Source: an optimization exercise on an open RTL-to-GDS flow (aim: small area, a short achievable clock period and few clock cycles per item). Production flows keep margins and buffers that such runs may drop. RTL that was checked went through simulation tests only; none was proved equivalent to the original.

==> job 2066: inputs <==
==> flow/design.v <==
`timescale 1ns / 1ps
module simon128_256 (
  input  wire          clk       ,
  input  wire          rst       ,
  input  wire          key_valid ,
  output logic         key_ready ,
  input  wire  [255:0] key       ,
  input  wire          in_valid  ,
  output logic         in_ready  ,
  input  wire  [127:0] in_data   ,
  output logic         out_valid ,
  input  wire          out_ready ,
  output logic [127:0] out_data
);
  localparam integer R = 2;            
  localparam integer N = 72 / R;       
  localparam logic [61:0] Z4 = 62'b11010001111001101011011000100000010111000011001010010011101111;
  function automatic logic zbit(input integer i);
    zbit = Z4[61 - (i % 62)];
  endfunction
  function automatic logic [63:0] rol(input logic [63:0] v, input integer n);
    rol = (v << n) | (v >> (64 - n));
  endfunction
  function automatic logic [63:0] ror(input logic [63:0] v, input integer n);
    ror = (v >> n) | (v << (64 - n));
  endfunction
  logic [255:0] kreg;        
  logic [255:0] ks;          
  logic [ 63:0] x, y;        
  logic         idle;        
  logic         busy;        
  logic [  5:0] cnt;
  logic         last;
  assign key_ready = 1'b1;
  assign in_ready  = idle;
  assign out_data  = {x, y};
  assign last      = (cnt == N - 1);
  logic [R-1:0] zc;
  always_comb begin
    zc = '0;
    for (int c = 0; c < N; c++)
      if (cnt == c)
        for (int j = 0; j < R; j++)
          zc[j] = zbit(R * c + j);
  end
  logic [63:0] w [0:R+3];
  logic [63:0] t [0:R-1];
  always_comb begin
    for (int j = 0; j < 4; j++) w[j] = ks[64*j +: 64];
    for (int j = 0; j < R; j++) begin
      t[j]   = ror(w[j+3], 3) ^ w[j+1];
      w[j+4] = ~w[j] ^ t[j] ^ ror(t[j], 1) ^ {63'd0, zc[j]} ^ 64'd3;
    end
  end
  logic [63:0] xs [0:R];
  logic [63:0] ys [0:R];
  always_comb begin
    xs[0] = x;
    ys[0] = y;
    for (int j = 0; j < R; j++) begin
      xs[j+1] = ys[j] ^ (rol(xs[j], 1) & rol(xs[j], 8)) ^ rol(xs[j], 2) ^ w[j];
      ys[j+1] = xs[j];
    end
  end
  always_ff @(posedge clk) begin
    if (key_valid) kreg <= key;
  end
  always_ff @(posedge clk) begin
    if (idle) begin
      x  <= in_data[127:64];
      y  <= in_data[ 63: 0];
    end else if (busy) begin
      x  <= xs[R];
      y  <= ys[R];
    end
  end
  always_ff @(posedge clk) begin
    if (idle) ks <= kreg;
    else          ks <= {w[R+3], w[R+2], w[R+1], w[R]};
  end
  always_ff @(posedge clk) begin
    if (rst) begin
      idle      <= 1'b1;
      busy      <= 1'b0;
      out_valid <= 1'b0;
    end else begin
      if (idle) begin
        idle <= ~in_valid;
        busy <= in_valid;
      end else if (busy) begin
        if (last) begin
          busy      <= 1'b0;
          out_valid <= 1'b1;
        end
      end else if (out_ready) begin
        out_valid <= 1'b0;
        idle      <= 1'b1;
      end
    end
  end
  always_ff @(posedge clk) begin
    if (!busy) cnt <= '0;
    else       cnt <= cnt + 1'b1;
  end
endmodule
==> flow/flow/run.sh <==
#!/bin/bash
set -euo pipefail
export BUFFER_PORTS_ARGS="-buffer_cell sky130_fd_sc_hd__buf_1"
bash standard.sh finish > standard_flow.log 2>&1
==> flow/standard.sh <==
#!/bin/bash
# synth_recipe.tcl (not shown) runs the flow's synth.tcl, then flattens the netlist and writes it again
# the make line also repeats each setting of config.mk as NAME=value (left out here)
make -C /OpenROAD-flow-scripts/flow DESIGN_CONFIG=/design/flow/config.mk WORK_HOME=/design/flow/orfs CLKGATE_MAP_FILE= SYNTH_SCRIPT=/design/flow/synth_recipe.tcl "${@:-finish}"
==> flow/config.mk <==
export PLATFORM = sky130hd
export DESIGN_NAME = simon128_256
export DESIGN_NICKNAME = simon128_256
export VERILOG_FILES = /design/flow/design.v
export SDC_FILE = /design/flow/constraint.sdc
export NUM_CORES = 4
export LEC_CHECK = 0
export CAP_MARGIN = 20
export CORE_MARGIN = 2
export CORE_UTILIZATION = 40
export SLEW_MARGIN = 20
export SYNTH_MEMORY_MAX_BITS = 8192
==> flow/constraint.sdc <==
create_clock -name core_clock -period 5.0 [get_ports {clk}]
set_input_delay 1.0000 -clock core_clock [delete_from_list [all_inputs] [get_ports {clk}]]
set_output_delay 1.0000 -clock core_clock [all_outputs]
set_load 0.01 [all_outputs]
==> job 9455: changes against job 2066 <==
==> flow/design.v, changed modules only <==
module simon128_256 (
  input  wire          clk       ,
  input  wire          rst       ,
  input  wire          key_valid ,
  output logic         key_ready ,
  input  wire  [255:0] key       ,
  input  wire          in_valid  ,
  output logic         in_ready  ,
  input  wire  [127:0] in_data   ,
  output logic         out_valid ,
  input  wire          out_ready ,
  output logic [127:0] out_data
);
  localparam integer R = 3;            
  localparam integer N = 72 / R;       
  localparam logic [61:0] Z4 = 62'b11010001111001101011011000100000010111000011001010010011101111;
  function automatic logic zbit(input integer i);
    zbit = Z4[61 - (i % 62)];
  endfunction
  function automatic logic [63:0] rol(input logic [63:0] v, input integer n);
    rol = (v << n) | (v >> (64 - n));
  endfunction
  function automatic logic [63:0] ror(input logic [63:0] v, input integer n);
    ror = (v >> n) | (v << (64 - n));
  endfunction
  logic [255:0] kreg;        
  logic [255:0] ks;          
  logic [ 63:0] x, y;        
  logic         idle;        
  logic         busy;        
  logic [  5:0] cnt;
  logic         last;
  assign key_ready = 1'b1;
  assign in_ready  = idle;
  assign out_data  = {x, y};
  assign last      = (cnt == N - 1);
  logic [R-1:0] zc;
  always_comb begin
    zc = '0;
    for (int c = 0; c < N; c++)
      if (cnt == c)
        for (int j = 0; j < R; j++)
          zc[j] = zbit(R * c + j);
  end
  logic [63:0] w [0:R+3];
  logic [63:0] t [0:R-1];
  always_comb begin
    for (int j = 0; j < 4; j++) w[j] = ks[64*j +: 64];
    for (int j = 0; j < R; j++) begin
      t[j]   = ror(w[j+3], 3) ^ w[j+1];
      w[j+4] = ~w[j] ^ t[j] ^ ror(t[j], 1) ^ {63'd0, zc[j]} ^ 64'd3;
    end
  end
  logic [63:0] xs [0:R];
  logic [63:0] ys [0:R];
  always_comb begin
    xs[0] = x;
    ys[0] = y;
    for (int j = 0; j < R; j++) begin
      xs[j+1] = ys[j] ^ (rol(xs[j], 1) & rol(xs[j], 8)) ^ rol(xs[j], 2) ^ w[j];
      ys[j+1] = xs[j];
    end
  end
  localparam integer NC = 8;
  logic [NC-1:0] idle_c, busy_c, ov_c;
  assign idle      = idle_c[0];
  assign busy      = busy_c[0];
  assign out_valid = ov_c[0];
  logic [127:0] s_q, s_d;
  assign s_d = {xs[R], ys[R]};
  assign {x, y} = s_q;
  for (genvar c = 0; c < NC; c++) begin : g_ctl
    always_ff @(posedge clk) begin
      if (rst) begin
        idle_c[c] <= 1'b1;
        busy_c[c] <= 1'b0;
        ov_c[c]   <= 1'b0;
      end else begin
        if (idle_c[c]) begin
          idle_c[c] <= ~in_valid;
          busy_c[c] <= in_valid;
        end else if (busy_c[c]) begin
          if (last) begin
            busy_c[c] <= 1'b0;
            ov_c[c]   <= 1'b1;
          end
        end else if (out_ready) begin
          ov_c[c]   <= 1'b0;
          idle_c[c] <= 1'b1;
        end
      end
    end
    localparam integer SW = 128 / NC;
    localparam integer KW = 256 / NC;
    always_ff @(posedge clk) begin
      if (idle_c[c])      s_q[SW*c +: SW] <= in_data[SW*c +: SW];
      else if (!ov_c[c])  s_q[SW*c +: SW] <= s_d[SW*c +: SW];
    end
    always_ff @(posedge clk) begin
      if (idle_c[c]) ks[KW*c +: KW] <= kreg[KW*c +: KW];
      else           ks[KW*c +: KW] <= {w[R+3], w[R+2], w[R+1], w[R]} >> (KW*c);
    end
  end
  always_ff @(posedge clk) begin
    if (key_valid) kreg <= key;
  end
  always_ff @(posedge clk) begin
    if (!busy) cnt <= '0;
    else       cnt <= cnt + 1'b1;
  end
endmodule
==> job 7619: changes against job 2066 <==
==> flow/design.v, changed modules only <==
module simon128_256 (
  input  wire          clk       ,
  input  wire          rst       ,
  input  wire          key_valid ,
  output logic         key_ready ,
  input  wire  [255:0] key       ,
  input  wire          in_valid  ,
  output logic         in_ready  ,
  input  wire  [127:0] in_data   ,
  output logic         out_valid ,
  input  wire          out_ready ,
  output logic [127:0] out_data
);
  localparam integer R = 3;            
  localparam integer N = 72 / R;       
  localparam logic [61:0] Z4 = 62'b11010001111001101011011000100000010111000011001010010011101111;
  function automatic logic zbit(input integer i);
    zbit = Z4[61 - (i % 62)];
  endfunction
  function automatic logic [63:0] rol(input logic [63:0] v, input integer n);
    rol = (v << n) | (v >> (64 - n));
  endfunction
  function automatic logic [63:0] ror(input logic [63:0] v, input integer n);
    ror = (v >> n) | (v << (64 - n));
  endfunction
  logic [255:0] kreg;        
  logic [255:0] ks;          
  logic [ 63:0] x, y;        
  logic         idle;        
  logic         busy;        
  logic [  5:0] cnt;         
  logic         last;
  assign key_ready = 1'b1;
  assign in_ready  = idle;
  assign out_data  = {x, y};
  assign last      = (cnt == N - 1);
  logic [R-1:0] zc;
  always_comb begin
    zc = '0;
    for (int c = 0; c < N; c++)
      if ((idle ? 6'd0 : cnt) == c)
        for (int j = 0; j < R; j++)
          zc[j] = zbit(R * c + j);
  end
  logic [255:0] ksi;
  logic [63:0] w [0:R+3];
  logic [63:0] t [0:R-1];
  always_comb begin
    ksi = idle ? kreg : ks;
    for (int j = 0; j < 4; j++) w[j] = ksi[64*j +: 64];
    for (int j = 0; j < R; j++) begin
      t[j]   = ror(w[j+3], 3) ^ w[j+1];
      w[j+4] = ~w[j] ^ t[j] ^ ror(t[j], 1) ^ {63'd0, zc[j]} ^ 64'd3;
    end
  end
  logic [63:0] xs [0:R];
  logic [63:0] ys [0:R];
  always_comb begin
    xs[0] = idle ? in_data[127:64] : x;
    ys[0] = idle ? in_data[ 63: 0] : y;
    for (int j = 0; j < R; j++) begin
      xs[j+1] = ys[j] ^ (rol(xs[j], 1) & rol(xs[j], 8)) ^ rol(xs[j], 2) ^ w[j];
      ys[j+1] = xs[j];
    end
  end
  always_ff @(posedge clk) begin
    if (key_valid) kreg <= key;
  end
  always_ff @(posedge clk) begin
    if (!out_valid) begin
      x <= xs[R];
      y <= ys[R];
    end
  end
  always_ff @(posedge clk) begin
    ks <= {w[R+3], w[R+2], w[R+1], w[R]};
  end
  always_ff @(posedge clk) begin
    if (rst) begin
      idle      <= 1'b1;
      busy      <= 1'b0;
      out_valid <= 1'b0;
    end else begin
      if (idle) begin
        idle <= ~in_valid;
        busy <= in_valid;
      end else if (busy) begin
        if (last) begin
          busy      <= 1'b0;
          out_valid <= 1'b1;
        end
      end else if (out_ready) begin
        out_valid <= 1'b0;
        idle      <= 1'b1;
      end
    end
  end
  always_ff @(posedge clk) begin
    if (idle) cnt <= 6'd1;
    else      cnt <= cnt + 1'b1;
  end
endmodule
==> flow/run.sh (new file) <==
#!/bin/bash
# synth_recipe.tcl (not shown) runs the flow's synth.tcl, then flattens the netlist and writes it again
# the make line also repeats each setting of config.mk as NAME=value (left out here)
make -C /OpenROAD-flow-scripts/flow DESIGN_CONFIG=/design/flow/config.mk WORK_HOME=/design/flow/orfs CLKGATE_MAP_FILE= SYNTH_SCRIPT=/design/flow/synth_recipe.tcl finish
removed: flow/flow/run.sh
removed: flow/standard.sh
==> summary.txt <==
Run status: job 7619 no timing/DRC/antenna violations; job 2066 no timing/DRC/antenna violations; job 9455 no timing/DRC/antenna violations
Overall via count from detail_route: job 7619 27000; job 2066 18270; job 9455 22850
Half-perimeter wire length after detailed placement: job 7619 109500 µm; job 2066 64300 µm; job 9455 89280 µm
Via count of the first global-routing pass: job 7619 27120; job 2066 19350; job 9455 23040
Area of placed instances: job 7619 0.04708 mm²; job 2066 0.03270 mm²; job 9455 0.03854 mm²
Non-Clock Buffer Count: job 7619 548; job 2066 529; job 9455 534
Standard cell core area: job 7619 0.1003 mm²; job 2066 0.07321 mm²; job 9455 0.08716 mm²
Worst slew slack as a fraction of its limit: job 7619 0.1917; job 2066 0.2655; job 9455 0.2479
Highest clock frequency the design can meet: job 7619 255.5 MHz; job 2066 404.8 MHz; job 9455 316.6 MHz
Final worst path period need: job 7619 3.914 ns; job 2066 2.471 ns; job 9455 3.159 ns
Area growth, synth to finish: job 7619 22.37%; job 2066 18.67%; job 9455 17.25%
Complex-gate fraction of the synthesized area: job 7619 0.05522; job 2066 0.02537; job 9455 0.03285
CP endpoint kind: job 7619 flop; job 2066 output pin; job 9455 flop
Clk Latency, worst-skew pair: job 7619 0.67 ns; job 2066 0.62 ns; job 9455 0.66 ns
Layout cells sized above 1: job 7619 0.08198; job 2066 0.1653; job 9455 0.1097
Routed length on met1: job 7619 60220 µm; job 2066 36410 µm; job 9455 48520 µm
Total buffers and inverters traversed by the critical path: job 7619 1; job 2066 1; job 9455 0
Portion of the post-synthesis area used by sequential elements: job 7619 0.4151; job 2066 0.5681; job 9455 0.4887
No run of this note included a check of the RTL's function; only the layout flow was run.

==> exp/xenon <==
simon128_256, a different RTL version from the one above (not shown whole).
==> module simon128_256, before the edit <==
module simon128_256 (
  input  wire          clk       ,
  input  wire          rst       ,
  input  wire          key_valid ,
  output logic         key_ready ,
  input  wire  [255:0] key       ,
  input  wire          in_valid  ,
  output logic         in_ready  ,
  input  wire  [127:0] in_data   ,
  output logic         out_valid ,
  input  wire          out_ready ,
  output logic [127:0] out_data
);
  localparam integer R = 3;            
  localparam integer N = 72 / R;       
  localparam logic [61:0] Z4 = 62'b11010001111001101011011000100000010111000011001010010011101111;
  function automatic logic zbit(input integer i);
    zbit = Z4[61 - (i % 62)];
  endfunction
  function automatic logic [63:0] rol(input logic [63:0] v, input integer n);
    rol = (v << n) | (v >> (64 - n));
  endfunction
  function automatic logic [63:0] ror(input logic [63:0] v, input integer n);
    ror = (v >> n) | (v << (64 - n));
  endfunction
  logic [255:0] kreg;        
  logic [255:0] ks;          
  logic [ 63:0] x, y;        
  logic         idle;        
  logic         busy;        
  logic [  5:0] cnt;
  logic         last;
  assign key_ready = 1'b1;
  assign in_ready  = idle;
  assign out_data  = {x, y};
  assign last      = (cnt == N - 1);
  function automatic logic [R-1:0] zrom(input logic [5:0] c);
    zrom = '0;
    for (int i = 0; i < N; i++)
      if (c == i)
        for (int j = 0; j < R; j++)
          zrom[j] = zbit(R * i + j);
  endfunction
  logic [R-1:0] zc;
  always_ff @(posedge clk) begin
    if (!busy) zc <= zrom(6'd0);
    else       zc <= zrom(cnt + 6'd1);
  end
  logic [63:0] w [0:R+3];
  logic [63:0] t [0:R-1];
  always_comb begin
    for (int j = 0; j < 4; j++) w[j] = ks[64*j +: 64];
    for (int j = 0; j < R; j++) begin
      t[j]   = ror(w[j+3], 3) ^ w[j+1];
      w[j+4] = ~w[j] ^ t[j] ^ ror(t[j], 1) ^ {63'd0, zc[j]} ^ 64'd3;
    end
  end
  logic [63:0] xs [0:R];
  logic [63:0] ys [0:R];
  always_comb begin
    xs[0] = x;
    ys[0] = y;
    for (int j = 0; j < R; j++) begin
      xs[j+1] = ys[j] ^ (rol(xs[j], 1) & rol(xs[j], 8)) ^ rol(xs[j], 2) ^ w[j];
      ys[j+1] = xs[j];
    end
  end
  localparam integer NC = 8;
  logic [NC-1:0] idle_c, busy_c, ov_c;
  assign idle      = idle_c[0];
  assign busy      = busy_c[0];
  assign out_valid = ov_c[0];
  logic [127:0] s_q, s_d;
  assign s_d = {xs[R], ys[R]};
  assign {x, y} = s_q;
  for (genvar c = 0; c < NC; c++) begin : g_ctl
    always_ff @(posedge clk) begin
      if (rst) begin
        idle_c[c] <= 1'b1;
        busy_c[c] <= 1'b0;
        ov_c[c]   <= 1'b0;
      end else begin
        if (idle_c[c]) begin
          idle_c[c] <= ~in_valid;
          busy_c[c] <= in_valid;
        end else if (busy_c[c]) begin
          if (last) begin
            busy_c[c] <= 1'b0;
            ov_c[c]   <= 1'b1;
          end
        end else if (out_ready) begin
          ov_c[c]   <= 1'b0;
          idle_c[c] <= 1'b1;
        end
      end
    end
    localparam integer SW = 128 / NC;
    localparam integer KW = 256 / NC;
    always_ff @(posedge clk) begin
      if (idle_c[c])      s_q[SW*c +: SW] <= in_data[SW*c +: SW];
      else if (!ov_c[c])  s_q[SW*c +: SW] <= s_d[SW*c +: SW];
    end
    always_ff @(posedge clk) begin
      if (idle_c[c]) ks[KW*c +: KW] <= kreg[KW*c +: KW];
      else           ks[KW*c +: KW] <= {w[R+3], w[R+2], w[R+1], w[R]} >> (KW*c);
    end
  end
  always_ff @(posedge clk) begin
    if (key_valid) kreg <= key;
  end
  always_ff @(posedge clk) begin
    if (!busy) cnt <= '0;
    else       cnt <= cnt + 1'b1;
  end
endmodule
Settings: LEC_CHECK=0, CAP_MARGIN=20, CORE_MARGIN=2, CORE_UTILIZATION=40, SLEW_MARGIN=20, SYNTH_MEMORY_MAX_BITS=8192; clock period 5.0 ns.
standard.sh (not shown) runs the stock make flow with config.mk's settings and CLKGATE_MAP_FILE= SYNTH_SCRIPT=/design/flow/synth_recipe.tcl, a recipe that flattens the netlist after the stock synthesis.
==> flow/flow/run.sh <==
#!/bin/bash
set -euo pipefail
export BUFFER_PORTS_ARGS="-buffer_cell sky130_fd_sc_hd__buf_1"
bash standard.sh finish > standard_flow.log 2>&1
==> exp/maple: changes against exp/xenon <==
==> flow/design.v (replaced) <==
`timescale 1ns / 1ps
module simon128_256 (
  input  wire          clk       ,
  input  wire          rst       ,
  input  wire          key_valid ,
  output logic         key_ready ,
  input  wire  [255:0] key       ,
  input  wire          in_valid  ,
  output logic         in_ready  ,
  input  wire  [127:0] in_data   ,
  output logic         out_valid ,
  input  wire          out_ready ,
  output logic [127:0] out_data
);
  localparam integer R = 3;            
  localparam integer N = 72 / R;       
  localparam integer P = 4;            
  localparam logic [61:0] Z4 = 62'b11010001111001101011011000100000010111000011001010010011101111;
  function automatic logic zbit(input integer i);
    zbit = Z4[61 - (i % 62)];
  endfunction
  function automatic logic [63:0] rol(input logic [63:0] v, input integer n);
    rol = (v << n) | (v >> (64 - n));
  endfunction
  function automatic logic [63:0] ror(input logic [63:0] v, input integer n);
    ror = (v >> n) | (v << (64 - n));
  endfunction
  function automatic logic [6:0] zinit();
    for (int j = 0; j < 7; j++) zinit[j] = zbit(j);
  endfunction
  function automatic logic [6:0] zadv(input logic [6:0] zs);
    logic [R+6:0] e;
    e[6:0] = zs;
    for (int j = 7; j < R + 7; j++) e[j] = e[j-2] ^ e[j-3] ^ e[j-7];
    zadv = e[R +: 7];
  endfunction
  function automatic logic [127:0] rounds(input logic [127:0] s, input logic [64*R-1:0] rk);
    logic [63:0] x, y, t;
    x = s[127:64];
    y = s[63:0];
    for (int j = 0; j < R; j++) begin
      t = x;
      x = y ^ (rol(x, 1) & rol(x, 8)) ^ rol(x, 2) ^ rk[64*j +: 64];
      y = t;
    end
    rounds = {x, y};
  endfunction
  logic [255:0] kreg;        
  logic [255:0] ks;          
  logic [  6:0] zs;          
  logic         busy;        
  logic [  5:0] cnt;         
  logic         last;        
  logic [127:0] s  [0:P-1];  
  logic [P-1:0] tp;          
  logic [P-1:0] tc;          
  logic [63:0]      w [0:R+3];
  logic [63:0]      t [0:R-1];
  logic [64*R-1:0]  rk;
  always_comb begin
    for (int j = 0; j < 4; j++) w[j] = ks[64*j +: 64];
    for (int j = 0; j < R; j++) begin
      t[j]   = ror(w[j+3], 3) ^ w[j+1];
      w[j+4] = ~w[j] ^ t[j] ^ ror(t[j], 1) ^ {63'd0, zs[j]} ^ 64'd3;
      rk[64*j +: 64] = w[j];
    end
  end
  logic any_c, any_p, shift, start;
  assign any_c     = |tc;
  assign any_p     = |tp;
  assign key_ready = 1'b1;
  assign out_valid = ~busy & tc[0];
  assign out_data  = s[0];
  assign in_ready  = ~busy & ~tp[0] & (~tc[0] | out_ready);
  assign shift     = in_ready & (in_valid | any_c);
  assign start     = ~busy & ~any_c & any_p & (tp[0] | ~in_valid);
  for (genvar p = 0; p < P; p++) begin : g_lane
    logic [127:0] nxt;
    logic         nxt_p;
    if (p == P - 1) begin : g_top
      assign nxt   = in_data;
      assign nxt_p = in_valid;
    end else begin : g_mid
      assign nxt   = s[p+1];
      assign nxt_p = tp[p+1];
    end
    always_ff @(posedge clk) begin
      if (shift)     s[p] <= nxt;
      else if (busy) s[p] <= rounds(s[p], rk);
    end
    always_ff @(posedge clk) begin
      if (rst) begin
        tp[p] <= 1'b0;
        tc[p] <= 1'b0;
      end else if (shift) begin
        tp[p] <= nxt_p;
        tc[p] <= (p == P - 1) ? 1'b0 : tc[p+1];
      end else if (busy && last) begin
        tp[p] <= 1'b0;
        tc[p] <= tp[p];
      end
    end
  end
  always_ff @(posedge clk) begin
    if (rst)               busy <= 1'b0;
    else if (start)        busy <= 1'b1;
    else if (busy && last) busy <= 1'b0;
  end
  always_ff @(posedge clk) begin
    if (key_valid) kreg <= key;
  end
  always_ff @(posedge clk) begin
    if (busy) ks <= {w[R+3], w[R+2], w[R+1], w[R]};
    else      ks <= kreg;
  end
  always_ff @(posedge clk) begin
    if (!busy) cnt <= '0;
    else       cnt <= cnt + 1'b1;
  end
  always_ff @(posedge clk) begin
    if (rst)                zs <= zinit();
    else if (busy && !last) zs <= zadv(zs);
    else                    zs <= zinit();
  end
  always_ff @(posedge clk) begin
    if (rst) last <= 1'b0;
    else     last <= busy & (cnt == N - 2);
  end
endmodule
SETUP_SLACK_MARGIN = 2.3   (was default)
SYNTH_MEMORY_MAX_BITS = default   (was 8192)
==> exp/violet: changes against exp/xenon <==
==> flow/design.v (replaced) <==
`timescale 1ns / 1ps
module simon128_256 (
  input  wire          clk       ,
  input  wire          rst       ,
  input  wire          key_valid ,
  output logic         key_ready ,
  input  wire  [255:0] key       ,
  input  wire          in_valid  ,
  output logic         in_ready  ,
  input  wire  [127:0] in_data   ,
  output logic         out_valid ,
  input  wire          out_ready ,
  output logic [127:0] out_data
);
  localparam integer R = 3;            
  localparam integer N = 72 / R;       
  localparam integer P = 4;            
  localparam logic [61:0] Z4 = 62'b11010001111001101011011000100000010111000011001010010011101111;
  function automatic logic zbit(input integer i);
    zbit = Z4[61 - (i % 62)];
  endfunction
  function automatic logic [63:0] rol(input logic [63:0] v, input integer n);
    rol = (v << n) | (v >> (64 - n));
  endfunction
  function automatic logic [63:0] ror(input logic [63:0] v, input integer n);
    ror = (v >> n) | (v << (64 - n));
  endfunction
  function automatic logic [6:0] zinit();
    for (int j = 0; j < 7; j++) zinit[j] = zbit(j);
  endfunction
  function automatic logic [6:0] zadv(input logic [6:0] zs);
    logic [R+6:0] e;
    e[6:0] = zs;
    for (int j = 7; j < R + 7; j++) e[j] = e[j-2] ^ e[j-3] ^ e[j-7];
    zadv = e[R +: 7];
  endfunction
  function automatic logic [127:0] rounds(input logic [127:0] s, input logic [64*R-1:0] rk);
    logic [63:0] x, y, t;
    x = s[127:64];
    y = s[63:0];
    for (int j = 0; j < R; j++) begin
      t = x;
      x = y ^ (rol(x, 1) & rol(x, 8)) ^ rol(x, 2) ^ rk[64*j +: 64];
      y = t;
    end
    rounds = {x, y};
  endfunction
  logic [255:0] kreg;        
  logic [255:0] ks;          
  logic [  6:0] zs;          
  logic         busy;        
  logic [  5:0] cnt;         
  logic         last;        
  logic [127:0] s  [0:P-1];  
  logic [P-1:0] tp;          
  logic [P-1:0] tc;          
  logic [63:0]      w [0:R+3];
  logic [63:0]      t [0:R-1];
  logic [64*R-1:0]  rk;
  always_comb begin
    for (int j = 0; j < 4; j++) w[j] = ks[64*j +: 64];
    for (int j = 0; j < R; j++) begin
      t[j]   = ror(w[j+3], 3) ^ w[j+1];
      w[j+4] = ~w[j] ^ t[j] ^ ror(t[j], 1) ^ {63'd0, zs[j]} ^ 64'd3;
      rk[64*j +: 64] = w[j];
    end
  end
  logic any_c, any_p, shift, start;
  assign any_c     = |tc;
  assign any_p     = |tp;
  assign key_ready = ~busy & ~any_p;
  assign out_valid = ~busy & tc[0];
  assign out_data  = s[0];
  assign in_ready  = ~busy & ~tp[0] & (~tc[0] | out_ready);
  assign shift     = in_ready & (in_valid | any_c);
  assign start     = (shift & tp[1]) | (~busy & ~any_c & any_p & (tp[0] | ~in_valid));
  for (genvar p = 0; p < P; p++) begin : g_lane
    logic [127:0] nxt;
    logic         nxt_p;
    if (p == P - 1) begin : g_top
      assign nxt   = in_data;
      assign nxt_p = in_valid;
    end else begin : g_mid
      assign nxt   = s[p+1];
      assign nxt_p = tp[p+1];
    end
    always_ff @(posedge clk) begin
      if (shift)     s[p] <= nxt;
      else if (busy) s[p] <= rounds(s[p], rk);
    end
    always_ff @(posedge clk) begin
      if (rst) begin
        tp[p] <= 1'b0;
        tc[p] <= 1'b0;
      end else if (shift) begin
        tp[p] <= nxt_p;
        tc[p] <= (p == P - 1) ? 1'b0 : tc[p+1];
      end else if (busy && last) begin
        tp[p] <= 1'b0;
        tc[p] <= tp[p];
      end
    end
  end
  always_ff @(posedge clk) begin
    if (rst)               busy <= 1'b0;
    else if (start)        busy <= 1'b1;
    else if (busy && last) busy <= 1'b0;
  end
  always_ff @(posedge clk) begin
    if (key_valid && key_ready) kreg <= key;
  end
  always_ff @(posedge clk) begin
    if (busy) ks <= {w[R+3], w[R+2], w[R+1], w[R]};
    else      ks <= kreg;
  end
  always_ff @(posedge clk) begin
    if (!busy) cnt <= '0;
    else       cnt <= cnt + 1'b1;
  end
  always_ff @(posedge clk) begin
    if (rst)                zs <= zinit();
    else if (busy && !last) zs <= zadv(zs);
    else                    zs <= zinit();
  end
  always_ff @(posedge clk) begin
    if (rst) last <= 1'b0;
    else     last <= busy & (cnt == N - 2);
  end
endmodule
ABC_AREA = 1   (was default)
CORE_UTILIZATION = 60   (was 40)
CTS_CLUSTER_DIAMETER = 100   (was default)
CTS_CLUSTER_SIZE = 20   (was default)
SETUP_SLACK_MARGIN = 2.3   (was default)
SYNTH_MEMORY_MAX_BITS = default   (was 8192)
==> impl_metrics.py <==
metrics = {
    "synth": {
        "yosysWarnings": 4,
        "synth.avg_cell_area_sq_um": 6.99,
        "synth-adder-area-share": 0.000313,
    },
    "run_status": {
        "status": "finished clean",
    },
    "floorplan": {
        "initial_core_util": 0.606,
    },
    "setup_path": {
        "critPathMaxFanout": 8,
    },
}
Source of the figures above: exp/violet

==> impl_metrics.py <==
metrics = {
    "synth": {
        "synth-adder-area-share": 0.00176,
        "yosysWarnings": 5,
        "synth.avg_cell_area_sq_um": 12.4,
    },
    "cells_and_area": {
        "drive_above_1_share": 0.103,
    },
    "setup_path": {
        "critPathMaxFanout": 55,
        "critical_path_class": "flip-flop to primary output",
    },
    "floorplan": {
        "initial_core_util": 0.402,
    },
    "run_status": {
        "status": "finished clean",
    },
}
Source of the figures above: exp/xenon

==> impl_metrics.py <==
metrics = {
    "floorplan": {
        "initial_core_util": 0.403,
    },
    "setup_path": {
        "critPathMaxFanout": 4,
    },
    "synth": {
        "yosysWarnings": 4,
        "synth-adder-area-share": 0.000343,
        "synth.avg_cell_area_sq_um": 11.0,
    },
    "global_routing": {
        "antenna_found_initial": 8,
        "grt_pass1_vias": 51600,
    },
    "run_status": {
        "status": "finished clean",
    },
}
Source of the figures above: exp/maple

Testbench counts of exp/maple, summed over its fixed seeds: cycles 1,108, items 144.
Testbench counts of exp/violet, summed over its fixed seeds: cycles 1,072, items 144.
Function not checked in exp/xenon: the RTL went through the layout flow alone.

==> static timing again, ports no longer ideal <==
Ports are ideal in the flow. The routed layouts listed here were re-timed in OpenROAD. Step 1 (the two cells are an assumption about what drives the block):
set clk [get_ports {clk}]
set_driving_cell -lib_cell sky130_fd_sc_hd__clkbuf_16 $clk
set_driving_cell -lib_cell sky130_fd_sc_hd__buf_2 [delete_from_list [all_inputs] $clk]
Step 2 also shifts input and output timing later by t, the mid clock arrival at the registers, as if the neighbouring blocks saw the same clock. Slacks: ideal ports / drivers / drivers and shift; pairs: ideal ports / drivers.
run	shift t [ns]	slack for setup (ns)	latest minus earliest clock arrival (ns)	worst register clock-pin slew, ns	pins driven straight from the clock port
job 2066	0.673	2.529 / 2.467 / 2.348	0.019 / 0.019	0.06 / 0.06	1
job 9455	0.703	1.841 / 1.841 / 1.841	0.036 / 0.036	0.07 / 0.07	1
job 7619	0.722	1.086 / 1.088 / 0.366	0.036 / 0.036	0.06 / 0.06	1
exp/xenon	0.716	1.923 / 1.857 / 1.946	0.030 / 0.030	0.07 / 0.07	1
exp/maple	0.877	2.269 / 2.225 / 1.719	0.044 / 0.043	0.07 / 0.07	1
exp/violet	0.814	1.858 / 1.858 / 1.705	0.055 / 0.055	0.11 / 0.11	1
After both steps every run listed still meets setup and hold. The setup slack of job 7619, which loses most, moves by +0.002 ns with the drivers and by -0.720 ns with both steps.
